This is an optimization exercise on Yosys and OpenROAD, whose aim is small area, not a production implementation.
In this exercise RTL edits were held to simulation tests only and were not proved equivalent to the original.
The clock port is modelled as an ideal driver; clocking choices that lean on that would not hold on a real chip.
Power figures rest on the tool's default switching activity, not on a simulated workload.

oak:
## top
module top (
    input  logic clk,
    input  logic rst,
    input  logic start_btn,
    input  logic stop_btn,
    input  logic softrst_sw,
    input  logic inc_min_btn,
    input  logic inc_sec_btn,
    input  logic inc_sw,
    input  logic mode_sw,
    output logic [6:0] seg,
    output logic [3:0] an
);
  logic start, stop, inc_min, inc_sec;
  debounce db_start (.clk(clk), .rst(rst), .button(start_btn),   .result(start));
  debounce db_stop  (.clk(clk), .rst(rst), .button(stop_btn),    .result(stop));
  debounce db_min   (.clk(clk), .rst(rst), .button(inc_min_btn), .result(inc_min));
  debounce db_sec   (.clk(clk), .rst(rst), .button(inc_sec_btn), .result(inc_sec));
  logic clr;
  assign clr = rst | softrst_sw;
  logic tick, bst;
  timebase tb (.clk(clk), .rst(rst), .clr(clr), .tick(tick), .bst(bst));
  logic [5:0] sec_sw, min_sw, sec_tm, min_tm;
  logic blink_tm;
  sw_counter swc (.clk(clk), .clr(clr), .tick(tick), .mode_sw(mode_sw), .start(start),
                  .stop(stop), .sec(sec_sw), .min(min_sw));
  tm_counter tmc (.clk(clk), .clr(clr), .tick(tick), .mode_sw(mode_sw), .inc_sw(inc_sw),
  ...
Size in the first run: roughly 660 cells after synthesis, ~160 flip-flops, about 20 I/O pins, about 6400 um2 of cells after synthesis.
Settings: LEC_CHECK=0, CAP_MARGIN=20, CORE_MARGIN=2, CORE_UTILIZATION=65, SLEW_MARGIN=20, CTS_ARGS=-sink_clustering_enable -repair_clock_nets -dont_use_dummy_load -buf_list sky130_fd_sc_hd__clkbuf_4 -sink_clustering_size 30 -sink_clustering_max_diameter 300 -sink_clustering_levels 1 -sink_clustering_buffer sky130_fd_sc_hd__clkbuf_8, BUFFER_PORTS_ARGS=-buffer_cell sky130_fd_sc_hd__buf_1, POST_CTS_TCL=/design/flow/flow/fix_clk.tcl, FIX_CLK_SLEW_PS=105, PRE_RESIZE_TCL=/design/flow/flow/downsize.tcl; clock period 10.0 ns.
standard.sh (not shown) runs the stock make flow with config.mk's settings and CLKGATE_MAP_FILE= SYNTH_SCRIPT=/design/flow/synth_recipe.tcl, a recipe that flattens the netlist after the stock synthesis.
==> flow/flow/run.sh <==
#!/bin/bash
# Own flow: the standard layout (standard.sh), with these changes:
#  - clock tree synthesis uses clkbuf_4 and adds no dummy loads; after it,
#    flow/fix_clk.tcl upsizes the clock buffers whose flip-flop clock pins
#    would see a slow slew (POST_CTS_TCL hook);
#  - before the placement resizer, flow/downsize.tcl sets combinational
#    cells to their smallest drive strength (PRE_RESIZE_TCL hook);
#  - port buffers are buf_1.
# The make run's full output goes to standard_flow.log; each ORFS step keeps
# its own log under orfs/logs.
set -euo pipefail
here=$(pwd)
cat >> config.mk <<EOC
export CTS_ARGS = -sink_clustering_enable -repair_clock_nets -dont_use_dummy_load -buf_list sky130_fd_sc_hd__clkbuf_4 -sink_clustering_size 30 -sink_clustering_max_diameter 300 -sink_clustering_levels 1 -sink_clustering_buffer sky130_fd_sc_hd__clkbuf_8
export BUFFER_PORTS_ARGS = -buffer_cell sky130_fd_sc_hd__buf_1
export POST_CTS_TCL = $here/flow/fix_clk.tcl
export FIX_CLK_SLEW_PS = 105
export PRE_RESIZE_TCL = $here/flow/downsize.tcl
EOC
bash standard.sh > standard_flow.log 2>&1
Other scripts of this flow, unchanged in this note and not shown: flow/flow/downsize.tcl, flow/flow/fix_clk.tcl
Input-level comparison between pine and oak:
Settings: CTS_ARGS now -sink_clustering_enable -repair_clock_nets -dont_use_dummy_load -buf_list sky130_fd_sc_hd__clkbuf_4, was -sink_clustering_enable -repair_clock_nets -dont_use_dummy_load -buf_list sky130_fd_sc_hd__clkbuf_4 -sink_clustering_size 30 -sink_clustering_max_diameter 300 -sink_clustering_levels 1 -sink_clustering_buffer sky130_fd_sc_hd__clkbuf_8.
-- flow/flow/run.sh --
<<< oak, line 13
cat >> config.mk <<EOC
export CTS_ARGS = -sink_clustering_enable -repair_clock_nets -dont_use_dummy_load -buf_list sky130_fd_sc_hd__clkbuf_4 -sink_clustering_size 30 -sink_clustering_max_diameter 300 -sink_clustering_levels 1 -sink_clustering_buffer sky130_fd_sc_hd__clkbuf_8
export BUFFER_PORTS_ARGS = -buffer_cell sky130_fd_sc_hd__buf_1
>>> pine, line 13
cat >> config.mk <<EOC
export CTS_ARGS = -sink_clustering_enable -repair_clock_nets -dont_use_dummy_load -buf_list sky130_fd_sc_hd__clkbuf_4
export BUFFER_PORTS_ARGS = -buffer_cell sky130_fd_sc_hd__buf_1
Results
From oak to pine, area of combinational cells with multiple inputs did not move at all. Taking oak as the reference, in pine layout-stage area growth over the synthesis result barely changed, count of endpoints failing setup in the final report about even, count of buffers not belonging to the clock network in the layout did not really move, clock tree cell share of total cell area stayed essentially flat, leakage power summed over all cells level. Reported for oak and pine, core footprint turned out identical to the last digit. oak -> pine: final setup slack of the worst path delta 0, exact match.

* * *

Another version of the RTL of top (not shown whole).
Size in the first run: ~660 cells after synthesis, ~160 flip-flops.
// top
module top (
    input  logic clk,
    input  logic rst,
    input  logic start_btn,
    input  logic stop_btn,
    input  logic softrst_sw,
    input  logic inc_min_btn,
    input  logic inc_sec_btn,
    input  logic inc_sw,
    input  logic mode_sw,
    output logic [6:0] seg,
    output logic [3:0] an
);
==> flow/config.mk <==
export PLATFORM = sky130hd
export DESIGN_NAME = top
export DESIGN_NICKNAME = top
export VERILOG_FILES = /design/flow/design.v
export SDC_FILE = /design/flow/constraint.sdc
export NUM_CORES = 4
export LEC_CHECK = 0
export CAP_MARGIN = 20
export CORE_MARGIN = 2
export CORE_UTILIZATION = 75
export SLEW_MARGIN = 20
export CTS_ARGS = -sink_clustering_enable -repair_clock_nets -dont_use_dummy_load -buf_list sky130_fd_sc_hd__clkbuf_8
export BUFFER_PORTS_ARGS = -buffer_cell sky130_fd_sc_hd__buf_1
export RECOVER_POWER = 100
==> flow/constraint.sdc <==
create_clock -name core_clock -period 10.0 [get_ports {clk}]
set_input_delay 2.0000 -clock core_clock [delete_from_list [all_inputs] [get_ports {clk}]]
set_output_delay 2.0000 -clock core_clock [all_outputs]
set_load 0.01 [all_outputs]
==> flow/flow/run.sh <==
#!/bin/bash
# Own flow: the standard layout, with clock tree synthesis told not to add
# dummy loads and smaller port buffers.  Each tool's output goes to its own log.
set -euo pipefail
cat >> config.mk <<'EOC'
export CTS_ARGS = -sink_clustering_enable -repair_clock_nets -dont_use_dummy_load -buf_list sky130_fd_sc_hd__clkbuf_8
export BUFFER_PORTS_ARGS = -buffer_cell sky130_fd_sc_hd__buf_1
export RECOVER_POWER = 100
EOC
bash standard.sh > standard_flow.log 2>&1
The baseline completed, yet does not pass: max-capacitance violations, max-slew violations.
Edit:
--- a/flow/flow/run.sh
+++ b/flow/flow/run.sh
@@ -5,5 +5,4 @@
 cat >> config.mk <<'EOC'
-export CTS_ARGS = -sink_clustering_enable -repair_clock_nets -dont_use_dummy_load -buf_list sky130_fd_sc_hd__clkbuf_8
+export CTS_ARGS = -sink_clustering_enable -repair_clock_nets -dont_use_dummy_load -buf_list "sky130_fd_sc_hd__clkbuf_4 sky130_fd_sc_hd__clkbuf_8"
 export BUFFER_PORTS_ARGS = -buffer_cell sky130_fd_sc_hd__buf_1
-export RECOVER_POWER = 100
 EOC
Settings changed: CTS_ARGS -sink_clustering_enable -repair_clock_nets -dont_use_dummy_load -buf_list sky130_fd_sc_hd__clkbuf_8 to -sink_clustering_enable -repair_clock_nets -dont_use_dummy_load -buf_list "sky130_fd_sc_hd__clkbuf_4 sky130_fd_sc_hd__clkbuf_8", RECOVER_POWER 100 to unset.
What happened: With this change the flow produced a clean layout. Synthesized cell count stays the same. Worst setup slack improved by 1.4 ns. Design area rises by about 0.4%. Wire length goes down by about 0.5%. Final cell count does not change. Power is about the same. Core utilization increases by 0.32 points. Clock skew stays flat. Global-route usage is unchanged. Area after synthesis stays the same.

## static timing again, ports no longer ideal
The results above use ideal ports. As a check the final layouts listed here were re-extracted and re-timed, cells and wires unchanged.
Step 1 assumes that a clkbuf_16 drives the clock port and a buf_2 every other input.
Step 2 times the ports against the registers' clock, not the clock port: input delays grow and output delays shrink by t, the midpoint of the rising clock arrivals with the driver on.
a / b / c = ideal ports / drivers / drivers and shift; a / b = the first two.
| run | t (ns) | setup slack, ns | slew at the worst register clock pin (ns) | worst data-port slew with drivers (ns) | pins driven straight from the clock port |
|---|---|---|---|---|---|
| oak | 0.556 | 6.127 / 6.122 / 5.565 | 0.10 / 0.10 | 0.04 | 1 |
| pine | 0.556 | 6.127 / 6.122 / 5.565 | 0.10 / 0.10 | 0.04 | 1 |
| the first run of note 2 | 0.449 | 4.608 / 4.621 / 4.173 | 0.09 / 0.09 | 0.04 | 1 |
| the second run of note 2 | 0.450 | 5.994 / 5.992 / 5.542 | 0.09 / 0.09 | 0.04 | 1 |
